Source: an optimization exercise on an open RTL-to-GDS flow (aim: small area and a short achievable clock period). Production flows keep margins and buffers that such runs may drop.
Function was checked by simulation only, so behaviour that the tests miss may differ from the original.

==> flow/design.v (outline; a module is shown in full before it is edited, if it fits) <==
// module hb_filter: 1983 lines
module hb_filter(input logic clk,
                 input logic reset_n,
                 input logic signed [15:0] x_in,
                 output logic signed [15:0] y_out);
  // ...
==> flow/flow/run.sh <==
#!/bin/bash
# Standard layout; synthesis skips Yosys's early "abc -fast" so that the full-adder
# trees written in the RTL reach extract_fa unchanged; repair aims at a large setup margin.
set -euo pipefail
bash standard.sh SYNTH_ARGS=-noabc SETUP_SLACK_MARGIN=11.6 CORE_UTILIZATION=55 CTS_CLUSTER_SIZE=25 CTS_CLUSTER_DIAMETER=90 finish > standard.log 2>&1
==> flow/standard.sh <==
#!/bin/bash
# synth_recipe.tcl (not shown) runs the flow's synth.tcl, then flattens the netlist and writes it again
# the make line also repeats each setting of config.mk as NAME=value (left out here)
make -C /OpenROAD-flow-scripts/flow DESIGN_CONFIG=/design/flow/config.mk WORK_HOME=/design/flow/orfs CLKGATE_MAP_FILE= SYNTH_SCRIPT=/design/flow/synth_recipe.tcl "${@:-finish}"
==> flow/config.mk <==
export PLATFORM = sky130hd
export DESIGN_NAME = hb_filter
export DESIGN_NICKNAME = hb_filter
export VERILOG_FILES = /design/flow/design.v
export SDC_FILE = /design/flow/constraint.sdc
export NUM_CORES = 4
export LEC_CHECK = 0
export CAP_MARGIN = 20
export CORE_MARGIN = 2
export CORE_UTILIZATION = 40
export SLEW_MARGIN = 20
==> flow/constraint.sdc <==
create_clock -name core_clock -period 16.0 [get_ports {clk}]
set_input_delay 3.2000 -clock core_clock [delete_from_list [all_inputs] [get_ports {clk}]]
set_output_delay 3.2000 -clock core_clock [all_outputs]
set_load 0.01 [all_outputs]
==> qor.csv, run 1 <==
stage,metric,value,unit
run_status,status,"complete, no violations",
logic_synthesis,muxShareOfSynthArea,0.0695,%
cells_and_area,clock_area_share,3.02,%
global_route,gr-usage-all-layers,26.2,%
clocking,cts-hold-fix-buffers,0,
timing,worst_slack,11.63,ns
logic_synthesis,synth_seq_cells,605,
cells_and_area,fin_nets,2790,
worst_hold_path,hold_path.startpoint,taps[17][14],
logic_synthesis,netlist-cell-type-count,53,
logic_synthesis,ys_warn_count,2,
cells_and_area,regMostFlops,taps,
setup_path,critical_path_cell_count,17,
setup_path,r2r_setup_slack,11.63,ns
timing,rsz0062_at_grt,yes,
logic_synthesis,synth_compound_area_share,3.46,%
cells_and_area,multi_input_area,15100,um2
floorplan,boundaryPins,34,
detailed_routing,wirelength,69700,um
logic_synthesis,synth_ff_type,dfrtp_1,
cells_and_area,inverters,340,
logic_synthesis,synthCells,2005,
logic_synthesis,synth_seq_area_share,47.3,%
detailed_routing,dr_total_vias,14646,
clocking,clkSlewWorstSetupHoldPaths,0.10,ns
logic_synthesis,yosysMostFrequentCell,fa_1,
setup_path,crit_path_start_kind,flip-flop,
cells_and_area,syn2layout_area_growth,9.21,%
cells_and_area,fin_util,60.6,%
cells_and_area,final_cell_mix,"519 x fa_1, 418 x dfrtp_1, 339 x inv_1",
cells_and_area,largestRegisters,"taps x400, w4 x20, w35 x19",
setup_path,critPathKind,flip-flop to flip-flop,
detailed_routing,drtAntennaViolNets,0,
cells_and_area,multi_input_area_share,45.1,%
setup_path,path_common_cell,a21o_1,
cells_and_area,layout_commonest_cell,fa_1,
==> inputs of run 2 (changes only) <==
==> flow/flow/run.sh (replaced) <==
#!/bin/bash
# Standard layout; synthesis skips Yosys's early "abc -fast" so that the full-adder
# trees written in the RTL reach extract_fa unchanged; repair aims at a large setup margin.
set -euo pipefail
bash standard.sh SYNTH_ARGS=-noabc SETUP_SLACK_MARGIN=11.65 CORE_UTILIZATION=55 GPL_TIMING_DRIVEN=0 CTS_CLUSTER_SIZE=25 CTS_CLUSTER_DIAMETER=90 finish > standard.log 2>&1
==> qor.csv, run 2 <==
stage,metric,value,unit,change
run_status,status,"complete, no violations",,unchanged
cells_and_area,largestRegisters,"taps x400, w4 x20, w35 x19",,unchanged
logic_synthesis,synthCells,2005,,unchanged
placed_design,gp_congestion,0.924,,was 0.930
detailed_routing,dr_total_vias,15016,,was 14.6k
setup_path,cp.required,12.80,ns,was 16.55 ns
placed_design,post-place-ws,10.81,ns,was 10.20 ns
setup_path,slowest_stage,dfxtp_1,,was fa_1
logic_synthesis,synth_top_family_by_area,adder cells,,unchanged
logic_synthesis,ys_warn_count,2,,unchanged
logic_synthesis,syn-num-nets,2701,,unchanged
clocking,htree_num_levels,2,,was 1
cells_and_area,fin_nets,2831,,was 2790
cells_and_area,fillers,4139,,was 4272
placed_design,hpwlAfterDp,57800,um,was 57300 um
cells_and_area,layoutNonFillerInstCount,2910,,was 2869
timing,holdWs,0.330,ns,was 0.342 ns
timing,rsz0062_at_grt,yes,,unchanged
floorplan,die-area,57500,um2,unchanged
logic_synthesis,synth_common_cells,"520 x fa_1, 434 x dfrtp_1, 340 x inv_1",,unchanged
setup_path,crit_buf_inv,1,,unchanged
detailed_routing,wirelength,72200,um,was 69700 um
logic_synthesis,synthArstFlopShare,76.4,%,unchanged
clocking,cts.sink_count,605,,unchanged
clocking,cts_made_buffers,34,,was 31
clocking,cts_root_buf,clkbuf_16,,unchanged
global_route,use_met1,41.6,%,was 40.7%
timing,worstMarginPinSlew,0.838,ns,was 0.869 ns
cells_and_area,fin_util,62.0,%,was 60.6%
setup_path,crit_path_start_kind,flip-flop,,unchanged
global_route,grt_antenna_before_repair,7,,was 4
logic_synthesis,syn_area,30600,um2,unchanged
timing,slew_headroom,44.0,%,was 41.9%
detailed_routing,drt_iter0_markers,832,,was 795
global_route,grt_util_met3,3.48,%,was 4.83%
worst_hold_path,hold_class,flip-flop to flip-flop,,unchanged
logic_synthesis,avgSynthCellArea,15.3,um2,unchanged
timing,fin_skew,0.0361,ns,was 0.0199 ns
logic_synthesis,yosysMostFrequentCell,fa_1,,unchanged
placed_design,place_inst,2790,,was 2788
logic_synthesis,synthAdderAreaFrac,40.5,%,unchanged
global_route,use_met2,41.3,%,was 38.8%
logic_synthesis,synth_area_leader_cell,dfrtp_1,,unchanged
clocking,cts_tree,done,,unchanged
cells_and_area,layout_commonest_cell,fa_1,,unchanged
cells_and_area,final_area,34200,um2,was 33400 um2
timing,setup_viol,0,,unchanged
timing,final.min_clock_period,4.31,ns,was 4.37 ns
logic_synthesis,synth_ff_type,dfrtp_1,,unchanged
global_route,grt.busiest_layer,met1,,unchanged
timing,worst_slack,11.69,ns,was 11.63 ns
timing,finalHoldViolations,0,,unchanged
cells_and_area,drive_gt1_share,14.3,%,was 10.6%
placed_design,dpl_cell_area,32000,um2,was 31900 um2
global_route,grt_pass1_vias,16866,,was 16.7k
setup_path,critPathKind,flip-flop to primary output,,was flip-flop to flip-flop
clocking,clkSlewWorstSetupHoldPaths,0.10,ns,about the same
setup_path,cpPeakStageDelay,0.31,ns,was 0.59 ns
floorplan,dieHeight,240,um,unchanged
global_route,grt-ovfl-total,0,,unchanged
setup_path,cp_cell_sequence,clkdlybuf4s15_1,,"was ha_1, fa_2, a21o_1, a21o_1, a21oi_2, o21ai_2, a211oi_2, xnor2_1, inv_1, fa_1, ha_4, and3_1, a41oi_2, nand2_1, a31o_1, a21oi_1, xor2_1"
placed_design,numPortBuffers,33,,unchanged
cells_and_area,syn2layout_area_growth,11.7,%,was 9.21%
detailed_routing,wl_per_cell,24.8,um,was 24.3 um
global_route,grt_pass1_wl,108000,um,was 106000 um
setup_path,crit_fanout,1,,was 4
setup_path,crit_arrival,1.11,ns,was 4.92 ns
detailed_routing,drtAntennaViolNets,0,,unchanged
floorplan,core,55100,um2,unchanged
detailed_routing,drcViolationCount,0,,unchanged
timing,drv_slew,0,,unchanged
timing,timing.setup.tns,0,ns,unchanged
logic_synthesis,ys_top_cells_by_area,"dfrtp_1 35%, fa_1 34%, dfxtp_1 9.4%, ha_1 6.5%, inv_1 4.2%",,unchanged
clocking,clockBufferDepth,3,,unchanged
clocking,cts-hold-fix-buffers,0,,unchanged
logic_synthesis,synth_seq_cells,605,,unchanged
run,max-cap-violations,0,,unchanged
setup_path,cp-end-kind,primary output,,was flip-flop
logic_synthesis,netlist-cell-type-count,53,,unchanged
cells_and_area,largest_reg_flops,400,,unchanged
detailed_routing,drt_pass1_iterations,5,,was 4
global_route,grt_max_degree,101,,was 116
floorplan,die_w,240,um,unchanged
logic_synthesis,synth-simple-area-share,2.19,%,unchanged
floorplan,num_rows,86,,unchanged
logic_synthesis,muxShareOfSynthArea,0.0695,%,unchanged
logic_synthesis,yosys.area.top_type_share,35.5,%,unchanged
floorplan,boundaryPins,34,,unchanged
logic_synthesis,synth-edff-count,0,,unchanged
cells_and_area,final_cell_mix,"513 x fa_1, 415 x dfrtp_1, 339 x inv_1",,"was 519 x fa_1, 418 x dfrtp_1, 339 x inv_1"
detailed_routing,drt-vias-per-instance,5.16,,was 5.10
clocking,clk_latency,0.59,ns,was 0.61 ns
timing,fmax,232,MHz,was 229 MHz
logic_synthesis,synth_seq_area_share,47.3,%,unchanged
setup_path,critical-path-top-delay-family,flip-flops,,was compound AO/OA/AOI/OAI gates
cells_and_area,regMostFlops,taps,,unchanged
timing,period_share,26.9,%,was 27.3%
floorplan,initial_core_util,55.5,%,unchanged
logic_synthesis,synth_compound_area_share,3.46,%,unchanged
global_route,gr-usage-all-layers,27.1,%,was 26.2%
logic_synthesis,synth-xor-area-share,2.32,%,unchanged
-- run 2: cell families (layout without fill, tap and decap cells) --
logic type	Yosys count	count (layout)
other cells	0	1
compound gates	161	161
fa+ha+maj	678	678
mux	2	2
buf+inv	343	499
xor+xnor	81	81
flops	605	605
simple gates	135	135
-- run 2: layer usage --
| layer | vias to the layer above | routed length [um] |
|---|---|---|
| li1 | 6435 | - |
| met1 | 8178 | 34400 |
| met2 | 310 | 32900 |
| met3 | 93 | 2890 |
| met4 | 0 | 1980 |
| met5 | - | 0 |
-- run 2: timing repair --
action                     in CTS  in global routing
setup endpoints to repair     139                 50
gates cloned                    1                  1
pin swaps                      15                 28
setup buffers                  35                 20
gates resized for setup       123                115
-- run 2: cell type report --
cell class / count / area (um2) / area share [%]
plain buffers: 3 / 11.3 / 0.0330
well taps: 748 / 936 / 2.74
clock inverters: 10 / 139 / 0.407
inverters: 340 / 1280 / 3.74
diodes: 1 / 2.50 / 0.00733
multi-input cells: 1057 / 15300 / 44.8
clock buffers: 52 / 981 / 2.87
repair buffers: 94 / 880 / 2.57
flip-flops and latches: 605 / 14600 / 42.8
-- run 2: worst paths after layout --
kind	cells after the start	end	startpoint	slack (ns)
worst max-delay path	1	y_out[11]	y_out[11]	11.69
worst min-delay path	0	r0_0_1	u4[0]	0.33
worst max register to register	17	w35[18]	taps[14][0]	11.71
worst min register to register	0	r0_0_1	u4[0]	0.33
max in group asynchronous	4	r0_24_1	reset_n	12.04
min in group asynchronous	1	taps[8][2]	reset_n	2.54
==> inputs of run 3 (changes only) <==
==> flow/flow/run.sh (replaced) <==
#!/bin/bash
# Standard layout; synthesis skips Yosys's early "abc -fast" so that the full-adder
# trees written in the RTL reach extract_fa unchanged; repair aims at a large setup margin.
set -euo pipefail
bash standard.sh SYNTH_ARGS=-noabc SETUP_SLACK_MARGIN=11.65 CORE_UTILIZATION=55 GPL_ROUTABILITY_DRIVEN=0 CTS_CLUSTER_SIZE=25 CTS_CLUSTER_DIAMETER=90 finish > standard.log 2>&1
==> qor.csv, run 3 <==
stage,metric,value,unit,change
run_status,status,"complete, no violations",,unchanged
clocking,cts.sink_count,605,,unchanged
logic_synthesis,synth-xor-area-share,2.32,%,unchanged
timing,drv_slew,0,,unchanged
clocking,cts_root_buf,clkbuf_16,,unchanged
worst_hold_path,hold_path.startpoint,taps[3][8],,was u4[0]
setup_path,crit_path_start_kind,flip-flop,,unchanged
cells_and_area,largest_reg_flops,400,,unchanged
timing,worstMarginPinSlew,1.03,ns,was 0.838 ns
detailed_routing,drt_iter0_markers,983,,was 832
logic_synthesis,synth_area_leader_cell,dfrtp_1,,unchanged
logic_synthesis,ys_top_cells_by_area,"dfrtp_1 35%, fa_1 34%, dfxtp_1 9.4%, ha_1 6.5%, inv_1 4.2%",,unchanged
cells_and_area,fillers,4238,,was 4139
floorplan,num_rows,86,,unchanged
setup_path,rr_worst_depth,17,,unchanged
logic_synthesis,syn-num-nets,2701,,unchanged
setup_path,crit_buf_inv,1,,unchanged
global_route,grt-ovfl-total,0,,unchanged
setup_path,critPathLaunch,y_out[14],,was y_out[11]
cells_and_area,syn2layout_area_growth,9.26,%,was 11.7%
cells_and_area,drive_gt1_share,12.0,%,was 14.3%
timing,period_share,26.8,%,was 26.9%
clocking,clkSlewWorstSetupHoldPaths,0.10,ns,about the same
logic_synthesis,ys_warn_count,2,,unchanged
timing,fmax,234,MHz,was 232 MHz
floorplan,boundaryPins,34,,unchanged
setup_path,r2r_setup_slack,11.73,ns,was 11.71 ns
detailed_routing,drt_pass1_iterations,5,,unchanged
logic_synthesis,synth_seq_area_share,47.3,%,unchanged
cells_and_area,fin_nets,2804,,was 2831
logic_synthesis,yosys.area.top_type_share,35.5,%,unchanged
detailed_routing,wl_per_cell,23.7,um,was 24.8 um
setup_path,critical-path-top-delay-family,flip-flops,,unchanged
logic_synthesis,yosysMostFrequentCell,fa_1,,unchanged
cells_and_area,layout_commonest_cell,fa_1,,unchanged
clocking,clk_latency,0.63,ns,was 0.59 ns
clocking,cts-hold-fix-buffers,0,,unchanged
setup_path,crit_fanout,1,,unchanged
placed_design,numPortBuffers,33,,unchanged
detailed_routing,wl_met1,31800,um,was 34400 um
setup_path,crit_arrival,1.08,ns,was 1.11 ns
worst_hold_path,hold_class,flip-flop to flip-flop,,unchanged
detailed_routing,route.met2.wl,29600,um,was 32900 um
cells_and_area,multi_input_area,15100,um2,was 15300 um2
setup_path,slowest_stage,dfxtp_2,,was dfxtp_1
floorplan,initial_core_util,55.5,%,unchanged
timing,finalHoldViolations,0,,unchanged
clocking,cts_tree,done,,unchanged
logic_synthesis,syn_area,30600,um2,unchanged
global_route,grt_antenna_before_repair,5,,was 7
clocking,htree_num_levels,1,,was 2
logic_synthesis,synth-simple-area-share,2.19,%,unchanged
setup_path,cpPeakStageDelay,0.32,ns,was 0.31 ns
placed_design,hpwlAfterDp,55600,um,was 57800 um
detailed_routing,routed.top_layer,met4,,unchanged
logic_synthesis,synth_seq_cells,605,,unchanged
global_route,grt_pass1_vias,16805,,was 16.9k
timing,rsz0062_at_grt,yes,,unchanged
logic_synthesis,synth_common_cells,"520 x fa_1, 434 x dfrtp_1, 340 x inv_1",,unchanged
global_route,grt_pass1_wl,105000,um,was 108000 um
logic_synthesis,synthArstFlopShare,76.4,%,unchanged
logic_synthesis,avgSynthCellArea,15.3,um2,unchanged
timing,timing.setup.tns,0,ns,unchanged
timing,final.min_clock_period,4.28,ns,was 4.31 ns
setup_path,cp-end-kind,primary output,,unchanged
global_route,gr-usage-all-layers,25.6,%,was 27.1%
setup_path,critical_path_cell_count,1,,unchanged
logic_synthesis,synth_top_family_by_area,adder cells,,unchanged
logic_synthesis,netlist-cell-type-count,53,,unchanged
setup_path,cp.required,12.80,ns,about the same
floorplan,core,55100,um2,unchanged
logic_synthesis,muxShareOfSynthArea,0.0695,%,unchanged
logic_synthesis,synth-edff-count,0,,unchanged
logic_synthesis,synthAdderAreaFrac,40.5,%,unchanged
timing,slew_headroom,31.2,%,was 44.0%
logic_synthesis,synthCells,2005,,unchanged
cells_and_area,largestRegisters,"taps x400, w4 x20, w35 x19",,unchanged
clocking,cts_made_buffers,30,,was 34
detailed_routing,dr_wl_met3,4270,um,was 2890 um
detailed_routing,drt-vias-per-instance,5.17,,was 5.16
detailed_routing,drtAntennaViolNets,0,,unchanged
detailed_routing,dr_total_vias,14898,,was 15.0k
timing,fin_skew,0.0394,ns,was 0.0361 ns
global_route,grt_max_degree,182,,was 101
cells_and_area,regMostFlops,taps,,unchanged
clocking,clockBufferDepth,3,,unchanged
floorplan,die_w,240,um,unchanged
detailed_routing,wirelength,68200,um,was 72200 um
detailed_routing,drcViolationCount,0,,unchanged
timing,setup_viol,0,,unchanged
worst_hold_path,min_path_cells,0,,unchanged
logic_synthesis,synth_ff_type,dfrtp_1,,unchanged
setup_path,r2r_start,taps[14][0],,unchanged
floorplan,dieHeight,240,um,unchanged
setup_path,cp_cell_sequence,buf_2,,was clkdlybuf4s15_1
cells_and_area,antenna_cells,0,,was 1
floorplan,die-area,57500,um2,unchanged
cells_and_area,final_cell_mix,"518 x fa_1, 417 x dfrtp_1, 340 x inv_1",,"was 513 x fa_1, 415 x dfrtp_1, 339 x inv_1"
cells_and_area,fin_util,60.7,%,was 62.0%
cells_and_area,seq_area,14600,um2,about the same
run,max-cap-violations,0,,unchanged
setup_path,critPathKind,flip-flop to primary output,,unchanged
logic_synthesis,synth_compound_area_share,3.46,%,unchanged
run 3: cell types whose count changed in the layout (fill, tap and decap cells not counted), moves of 3 or more:
cell	delta
clkdlybuf4s15_1	-4
buf_16	-4
fa_2	-5
dfrtp_4	-4
clkbuf_2	-7
buf_4	-16
clkbuf_16	-6
ha_1	+6
fa_1	+5
dfxtp_4	-5
ha_4	-6
buf_2	+12
dfxtp_2	+3
run 3: timing repair:
item / in CTS / in global routing
buffers inserted: 9 / 28
resized for setup: 123 / 88
pin swaps: 12 / 16
endpoints found under the setup margin: 111 / 88
run 3: cell type report:
cell class	count	area share, %
multi-input cells	1057	45.2
flip-flops and latches	605	43.7
inverters	340	3.82
well taps	748	2.80
clock buffers	50	2.56
repair buffers	74	1.76
clock inverters	6	0.243
run 3: per-stage QoR:
step	instances	hold WS [ns]	setup WS [ns]	instance area, um2
after floorplan	2005	0.301	11.88	30600
after global placement	2787	0.331	10.64	31900
after detailed placement	2787	0.329	10.58	31900
after CTS	2852	0.336	11.65	33000
after global routing	2880	0.342	11.54	33400
final	2880	0.334	11.72	33400
run 3: cell families (layout without fill, tap and decap cells):
logic type | after synthesis | in the layout
adders and majority gates | 678 | 678
AOI/OAI and AO/OA | 161 | 161
buffers and inverters | 343 | 470
and+or+nand+nor | 135 | 135
xor gates and xnor gates | 81 | 81
DFF | 605 | 605
muxes | 2 | 2
run 3: per-layer routing:
layer	global-route usage, %	up-vias
li1	-	6381
met1	38.9	8004
met4	7.75	0
met2	37.8	387
met3	4.94	126
met5	0	-
run 3: final timing paths:
path | endpoint
min in group asynchronous | taps[8][3]
worst max-delay path | y_out[14]
worst min register to register | taps[4][8]
max in group asynchronous | taps[23][9]
worst min-delay path | taps[4][8]
worst max register to register | w35[18]
==> inputs of run 4 (changes only) <==
==> flow/flow/run.sh (replaced) <==
#!/bin/bash
# Standard layout; synthesis skips Yosys's early "abc -fast" so that the full-adder
# trees written in the RTL reach extract_fa unchanged; repair aims at a large setup margin.
set -euo pipefail
bash standard.sh SYNTH_ARGS=-noabc SETUP_SLACK_MARGIN=11.55 CTS_CLUSTER_SIZE=20 CTS_CLUSTER_DIAMETER=80 finish > standard.log 2>&1
==> qor.csv, run 4 <==
stage,metric,value,unit,change
clocking,clockBufferDepth,3,,unchanged
global_route,gr-usage-all-layers,19.6,%,was 25.6%
cells_and_area,drive_gt1_share,9.69,%,was 12.0%
setup_path,cpPeakStageDelay,0.34,ns,was 0.32 ns
setup_path,crit_fanout,1,,unchanged
global_route,grt_pass1_vias,17097,,was 16.8k
setup_path,crit_path_start_kind,flip-flop,,unchanged
floorplan,die_w,281,um,was 240 um
global_route,grt-ovfl-total,0,,unchanged
logic_synthesis,synth_seq_area_share,47.3,%,unchanged
worst_hold_path,hold_class,flip-flop to flip-flop,,unchanged
logic_synthesis,ys_warn_count,2,,unchanged
timing,slew_headroom,35.6,%,was 31.2%
clocking,cts_tree,done,,unchanged
cells_and_area,fin_nets,2803,,was 2804
logic_synthesis,synthArstFlopShare,76.4,%,unchanged
logic_synthesis,syn-num-nets,2701,,unchanged
setup_path,critical-path-top-delay-family,flip-flops,,unchanged
clocking,htree_num_levels,2,,was 1
clocking,cts.sink_count,605,,unchanged
logic_synthesis,yosys.area.top_type_share,35.5,%,unchanged
detailed_routing,wl_per_cell,23.1,um,was 23.7 um
cells_and_area,largestRegisters,"taps x400, w4 x20, w35 x19",,unchanged
detailed_routing,drt-vias-per-instance,4.78,,was 5.17
floorplan,initial_core_util,40.3,%,was 55.5%
global_route,grt_antenna_before_repair,2,,was 5
logic_synthesis,netlist-cell-type-count,53,,unchanged
cells_and_area,final_cell_mix,"518 x fa_1, 420 x dfrtp_1, 340 x inv_1",,"was 518 x fa_1, 417 x dfrtp_1, 340 x inv_1"
timing,finalHoldViolations,0,,unchanged
placed_design,gp_congestion,0.936,,
placed_design,place_inst,3018,,was 2787
logic_synthesis,synth_area_leader_cell,dfrtp_1,,unchanged
timing,drv_slew,0,,unchanged
cells_and_area,syn2layout_area_growth,11.0,%,was 9.26%
floorplan,boundaryPins,34,,unchanged
timing,rsz0062_at_grt,yes,,unchanged
cells_and_area,layoutNonFillerInstCount,3118,,was 2880
logic_synthesis,ys_top_cells_by_area,"dfrtp_1 35%, fa_1 34%, dfxtp_1 9.4%, ha_1 6.5%, inv_1 4.2%",,unchanged
run_status,status,"complete, no violations",,unchanged
floorplan,die-area,78700,um2,was 57500 um2
detailed_routing,drt_pass1_iterations,5,,unchanged
logic_synthesis,avgSynthCellArea,15.3,um2,unchanged
setup_path,slowest_stage,dfxtp_1,,was dfxtp_2
detailed_routing,drcViolationCount,0,,unchanged
detailed_routing,dr_total_vias,14905,,about the same
setup_path,crit_arrival,1.20,ns,was 1.08 ns
logic_synthesis,synth_seq_cells,605,,unchanged
logic_synthesis,synth_common_cells,"520 x fa_1, 434 x dfrtp_1, 340 x inv_1",,unchanged
cells_and_area,regMostFlops,taps,,unchanged
timing,worstMarginPinSlew,0.942,ns,was 1.03 ns
setup_path,crit_buf_inv,1,,unchanged
run,max-cap-violations,0,,unchanged
logic_synthesis,synth-edff-count,0,,unchanged
logic_synthesis,synthCells,2005,,unchanged
cells_and_area,largest_reg_flops,400,,unchanged
timing,fin_skew,0.0352,ns,was 0.0394 ns
cells_and_area,layout_commonest_cell,fa_1,,unchanged
clocking,clk_latency,0.60,ns,was 0.63 ns
timing,fmax,227,MHz,was 234 MHz
floorplan,dieHeight,281,um,was 240 um
clocking,cts_made_buffers,38,,was 30
placed_design,numPortBuffers,33,,unchanged
setup_path,cp_cell_sequence,dlygate4sd2_1,,was buf_2
logic_synthesis,syn_area,30600,um2,unchanged
setup_path,cp.required,12.80,ns,about the same
global_route,grt_max_degree,111,,was 182
timing,timing.setup.tns,0,ns,unchanged
detailed_routing,drt_iter0_markers,1004,,was 983
setup_path,cp-end-kind,primary output,,unchanged
detailed_routing,drtAntennaViolNets,0,,unchanged
global_route,grt_pass1_wl,110000,um,was 105000 um
clocking,cts-hold-fix-buffers,0,,unchanged
timing,period_share,27.5,%,was 26.8%
logic_synthesis,synth_ff_type,dfrtp_1,,unchanged
timing,setup_viol,0,,unchanged
clocking,clkSlewWorstSetupHoldPaths,0.09,ns,was 0.10 ns
setup_path,critPathKind,flip-flop to primary output,,unchanged
floorplan,num_rows,101,,was 86
placed_design,hpwlAfterDp,58700,um,was 55600 um
timing,final.min_clock_period,4.40,ns,was 4.28 ns
detailed_routing,wirelength,72100,um,was 68200 um
clocking,cts_root_buf,clkbuf_16,,unchanged
floorplan,core,75800,um2,was 55100 um2
logic_synthesis,yosysMostFrequentCell,fa_1,,unchanged
run 4: cell counts after synthesis:
No cell type changed its count.
run 4: cell type report:
type	instances	area (um2)
fill	6706	41900
multi-input combinational	1057	15100
sequential	605	14500
inverter	340	1280
tap	978	1220
clock buffer	60	1030
timing repair buffer	65	634
clock inverter	10	158
antenna	3	7.51
run 4: through the flow:
stage               worst slack [ns]  utilization, %  hold slack [ns]  cell area, um2
finish                         11.60            44.8            0.327           34000
global route                   11.41            44.8            0.343           33900
CTS                            11.55            44.5            0.322           33700
detailed placement              9.26            42.4            0.326           32200
global placement                9.36            42.4            0.331           32200
floorplan                      11.88               -            0.301           30600
run 4: repair_timing:
item | in CTS | in global routing
setup endpoints to repair | 266 | 143
gates resized for setup | 78 | 54
pin swaps | 15 | 12
buffers inserted | 16 | 11
run 4: kinds of logic after synthesis:
family          after synthesis  synth area share [%]
mux                           2                0.0695
fa+ha+maj                   678                  40.5
xor+xnor                     81                  2.32
simple gates                135                  2.19
compound gates              161                  3.46
flops                       605                  47.3
buf+inv                     343                  4.21
run 4: worst paths after layout:
check                               to        start  slack [ns]  depth (start not counted)
max                           y_out[9]     y_out[9]       11.60                          1
min                        taps[12][6]  taps[11][6]        0.33                          0
max reg2reg                    w35[17]  taps[14][1]       11.62                         16
min reg2reg                taps[12][6]  taps[11][6]        0.33                          0
max in group asynchronous      r0_28_0      reset_n       11.79                          4
min in group asynchronous   taps[7][1]      reset_n        2.57                          1
run 4: per-layer routing:
layer / GRT usage [%] / wire length [um]
met2: 30.8 / 33200
met4: 5.65 / 2170
met1: 27.6 / 32500
met5: 0 / 0
met3: 4.44 / 4190
==> inputs of run 5 (changes only) <==
==> flow/flow/run.sh (replaced) <==
#!/bin/bash
# Standard layout; synthesis skips Yosys's early "abc -fast" so that the full-adder
# trees written in the RTL reach extract_fa unchanged; repair aims at a large setup margin.
set -euo pipefail
bash standard.sh SYNTH_ARGS=-noabc SETUP_SLACK_MARGIN=11.65 CORE_UTILIZATION=55 CTS_CLUSTER_SIZE=25 CTS_CLUSTER_DIAMETER=90 finish > standard.log 2>&1
==> qor.csv, run 5 <==
stage,metric,value,unit,change
logic_synthesis,synth-simple-area-share,2.19,%,unchanged
timing,final.min_clock_period,4.27,ns,was 4.40 ns
global_route,grt_pass1_vias,16689,,was 17.1k
placed_design,hpwlAfterDp,57300,um,was 58700 um
logic_synthesis,synthArstFlopShare,76.4,%,unchanged
setup_path,cp_cell_sequence,buf_2,,was dlygate4sd2_1
global_route,grt_antenna_before_repair,4,,was 2
logic_synthesis,synthAdderAreaFrac,40.5,%,unchanged
setup_path,crit_path_start_kind,flip-flop,,unchanged
detailed_routing,drcViolationCount,0,,unchanged
detailed_routing,wirelength,70000,um,was 72100 um
global_route,grt_max_degree,116,,was 111
cells_and_area,fillers,4256,,was 6706
setup_path,critical-path-top-delay-family,flip-flops,,unchanged
detailed_routing,wl_per_cell,24.2,um,was 23.1 um
run_status,status,"complete, no violations",,unchanged
cells_and_area,regMostFlops,taps,,unchanged
logic_synthesis,syn_area,30600,um2,unchanged
setup_path,crit_fanout,1,,unchanged
floorplan,core,55100,um2,was 75800 um2
worst_hold_path,hold_class,flip-flop to flip-flop,,unchanged
setup_path,crit_buf_inv,1,,unchanged
logic_synthesis,synth_common_cells,"520 x fa_1, 434 x dfrtp_1, 340 x inv_1",,unchanged
global_route,gr-usage-all-layers,26.2,%,was 19.6%
timing,worstMarginPinSlew,0.833,ns,was 0.942 ns
logic_synthesis,synth_seq_area_share,47.3,%,unchanged
clocking,clkSlewWorstSetupHoldPaths,0.10,ns,was 0.09 ns
timing,setup_viol,0,,unchanged
clocking,cts_tree,done,,unchanged
detailed_routing,drt_pass1_iterations,5,,unchanged
timing,finalHoldViolations,0,,unchanged
logic_synthesis,synth_compound_area_share,3.46,%,unchanged
detailed_routing,drt_iter0_markers,850,,was 1004
global_route,grt_pass1_wl,106000,um,was 110000 um
cells_and_area,largestRegisters,"taps x400, w4 x20, w35 x19",,unchanged
logic_synthesis,synth-edff-count,0,,unchanged
setup_path,cpPeakStageDelay,0.33,ns,was 0.34 ns
cells_and_area,final_cell_mix,"515 x fa_1, 417 x dfrtp_1, 339 x inv_1",,"was 518 x fa_1, 420 x dfrtp_1, 340 x inv_1"
logic_synthesis,ys_top_cells_by_area,"dfrtp_1 35%, fa_1 34%, dfxtp_1 9.4%, ha_1 6.5%, inv_1 4.2%",,unchanged
setup_path,cp-end-kind,primary output,,unchanged
setup_path,slowest_stage,dfxtp_1,,unchanged
logic_synthesis,ys_warn_count,2,,unchanged
logic_synthesis,synthCells,2005,,unchanged
clocking,clockBufferDepth,3,,unchanged
clocking,htree_num_levels,1,,was 2
logic_synthesis,synth-xor-area-share,2.32,%,unchanged
placed_design,gp_congestion,0.930,,was 0.936
logic_synthesis,netlist-cell-type-count,53,,unchanged
clocking,cts_made_buffers,31,,was 38
placed_design,numPortBuffers,33,,unchanged
logic_synthesis,synth_top_family_by_area,adder cells,,unchanged
logic_synthesis,synth_area_leader_cell,dfrtp_1,,unchanged
timing,period_share,26.7,%,was 27.5%
timing,slew_headroom,44.3,%,was 35.6%
global_route,grt-ovfl-total,0,,unchanged
logic_synthesis,synth_seq_cells,605,,unchanged
timing,drv_slew,0,,unchanged
clocking,clk_latency,0.61,ns,was 0.60 ns
floorplan,die_w,240,um,was 281 um
floorplan,die-area,57500,um2,was 78700 um2
timing,rsz0062_at_grt,yes,,unchanged
setup_path,cp.required,12.80,ns,about the same
logic_synthesis,synth_ff_type,dfrtp_1,,unchanged
floorplan,num_rows,86,,was 101
clocking,cts_root_buf,clkbuf_16,,unchanged
timing,timing.setup.tns,0,ns,unchanged
timing,fin_skew,0.0203,ns,was 0.0352 ns
cells_and_area,layout_commonest_cell,fa_1,,unchanged
logic_synthesis,muxShareOfSynthArea,0.0695,%,unchanged
cells_and_area,drive_gt1_share,13.0,%,was 9.69%
setup_path,critPathKind,flip-flop to primary output,,unchanged
cells_and_area,largest_reg_flops,400,,unchanged
detailed_routing,drt-vias-per-instance,5.10,,was 4.78
timing,holdWs,0.344,ns,was 0.327 ns
logic_synthesis,yosysMostFrequentCell,fa_1,,unchanged
floorplan,initial_core_util,55.5,%,was 40.3%
clocking,cts-hold-fix-buffers,0,,unchanged
cells_and_area,syn2layout_area_growth,10.3,%,was 11.0%
clocking,cts.sink_count,605,,unchanged
run,max-cap-violations,0,,unchanged
detailed_routing,drtAntennaViolNets,0,,unchanged
logic_synthesis,avgSynthCellArea,15.3,um2,unchanged
logic_synthesis,syn-num-nets,2701,,unchanged
detailed_routing,dr_total_vias,14755,,was 14.9k
setup_path,crit_arrival,1.07,ns,was 1.20 ns
floorplan,boundaryPins,34,,unchanged
timing,fmax,234,MHz,was 227 MHz
logic_synthesis,yosys.area.top_type_share,35.5,%,unchanged
floorplan,dieHeight,240,um,was 281 um
cells_and_area,fin_nets,2816,,was 2803
[run 5: per-stage QoR]
step / util [%] / area [um2] / instances / setup WS (ns)
3_5_place_dp: 57.9 / 31900 / 2788 / 10.20
4_1_cts: 60.1 / 33100 / 2858 / 11.65
5_1_grt: 61.2 / 33700 / 2893 / 11.56
6_report: 61.2 / 33700 / 2895 / 11.73
2_1_floorplan: - / 30600 / 2005 / 11.88
3_3_place_gp: 57.9 / 31900 / 2788 / 10.29
[run 5: cells by family after synthesis]
| logic type | count (synthesis) |
|---|---|
| compound gates | 161 |
| xor+xnor | 81 |
| fa+ha+maj | 678 |
| buf+inv | 343 |
| flops | 605 |
| mux | 2 |
| simple gates | 135 |
[run 5: area by class of cell]
type / instances / area (um2) / area share [%]
multi-input combinational: 1057 / 15200 / 45.0
clock buffer: 48 / 840 / 2.49
inverter: 340 / 1280 / 3.78
tap: 748 / 936 / 2.77
timing repair buffer: 85 / 691 / 2.05
antenna: 2 / 5.00 / 0.0148
clock inverter: 10 / 169 / 0.501
sequential: 605 / 14600 / 43.3
[run 5: worst paths after layout]
path	startpoint	end	slack [ns]	depth (start not counted)
setup / recovery	y_out[9]	y_out[9]	11.73	1
hold / removal	taps[17][14]	taps[18][14]	0.34	0
setup reg to reg	w35[10]	r0_20_1	11.76	9
hold reg to reg	taps[17][14]	taps[18][14]	0.34	0
max in group asynchronous	reset_n	taps[3][12]	12.05	3
min in group asynchronous	reset_n	taps[4][2]	2.55	1
[run 5: metal layers]
metal	share of wire, %	global-route usage [%]
met1	47	40.7
met2	44	38.9
met3	6.4	4.85
met4	2.6	6.14
met5	0	0
[run 5: repair_timing]
action | 4_1_cts | 5_1_grt
gates resized for setup | 147 | 89
setup endpoints to repair | 116 | 137
buffers inserted | 12 | 34
pin swaps | 11 | 22

[static timing again, ports no longer ideal]
The flow's constraints put no driver on any port. The routed layouts listed below were extracted and timed again, unchanged, in two steps.
Step 1: set_driving_cell puts a clkbuf_16 on clk and a buf_2 on each other input, an assumption about the parent block.
Step 2 times the ports against the registers' clock, not the clock port: input delays grow and output delays shrink by t, the midpoint of the rising clock arrivals with the driver on.
Slacks: ideal ports / drivers / drivers and shift; pairs: ideal ports / drivers.
| run | shift t [ns] | setup WS [ns] | worst hold slack (ns) | worst setup path after step 2 |
|---|---|---|---|---|
| run 1 | 0.663 | 11.631 / 11.593 / 11.274 | 0.342 / 0.342 / 0.342 | input, reset recovery |
| run 2 | 0.635 | 11.691 / 11.629 / 11.403 | 0.330 / 0.330 / 0.330 | input, reset recovery |
| run 3 | 0.669 | 11.719 / 11.659 / 11.318 | 0.334 / 0.334 / 0.334 | input, reset recovery |
| run 4 | 0.648 | 11.596 / 11.535 / 11.096 | 0.327 / 0.327 / 0.327 | input, reset recovery |
| run 5 | 0.663 | 11.730 / 11.671 / 11.387 | 0.344 / 0.344 / 0.344 | input, reset recovery |
After both steps every run listed still meets setup and hold. For run 4, which loses most, drivers alone change the setup slack by -0.061 ns; drivers and shift together by -0.500 ns. The worst setup slack also covers recovery checks on asynchronous resets.
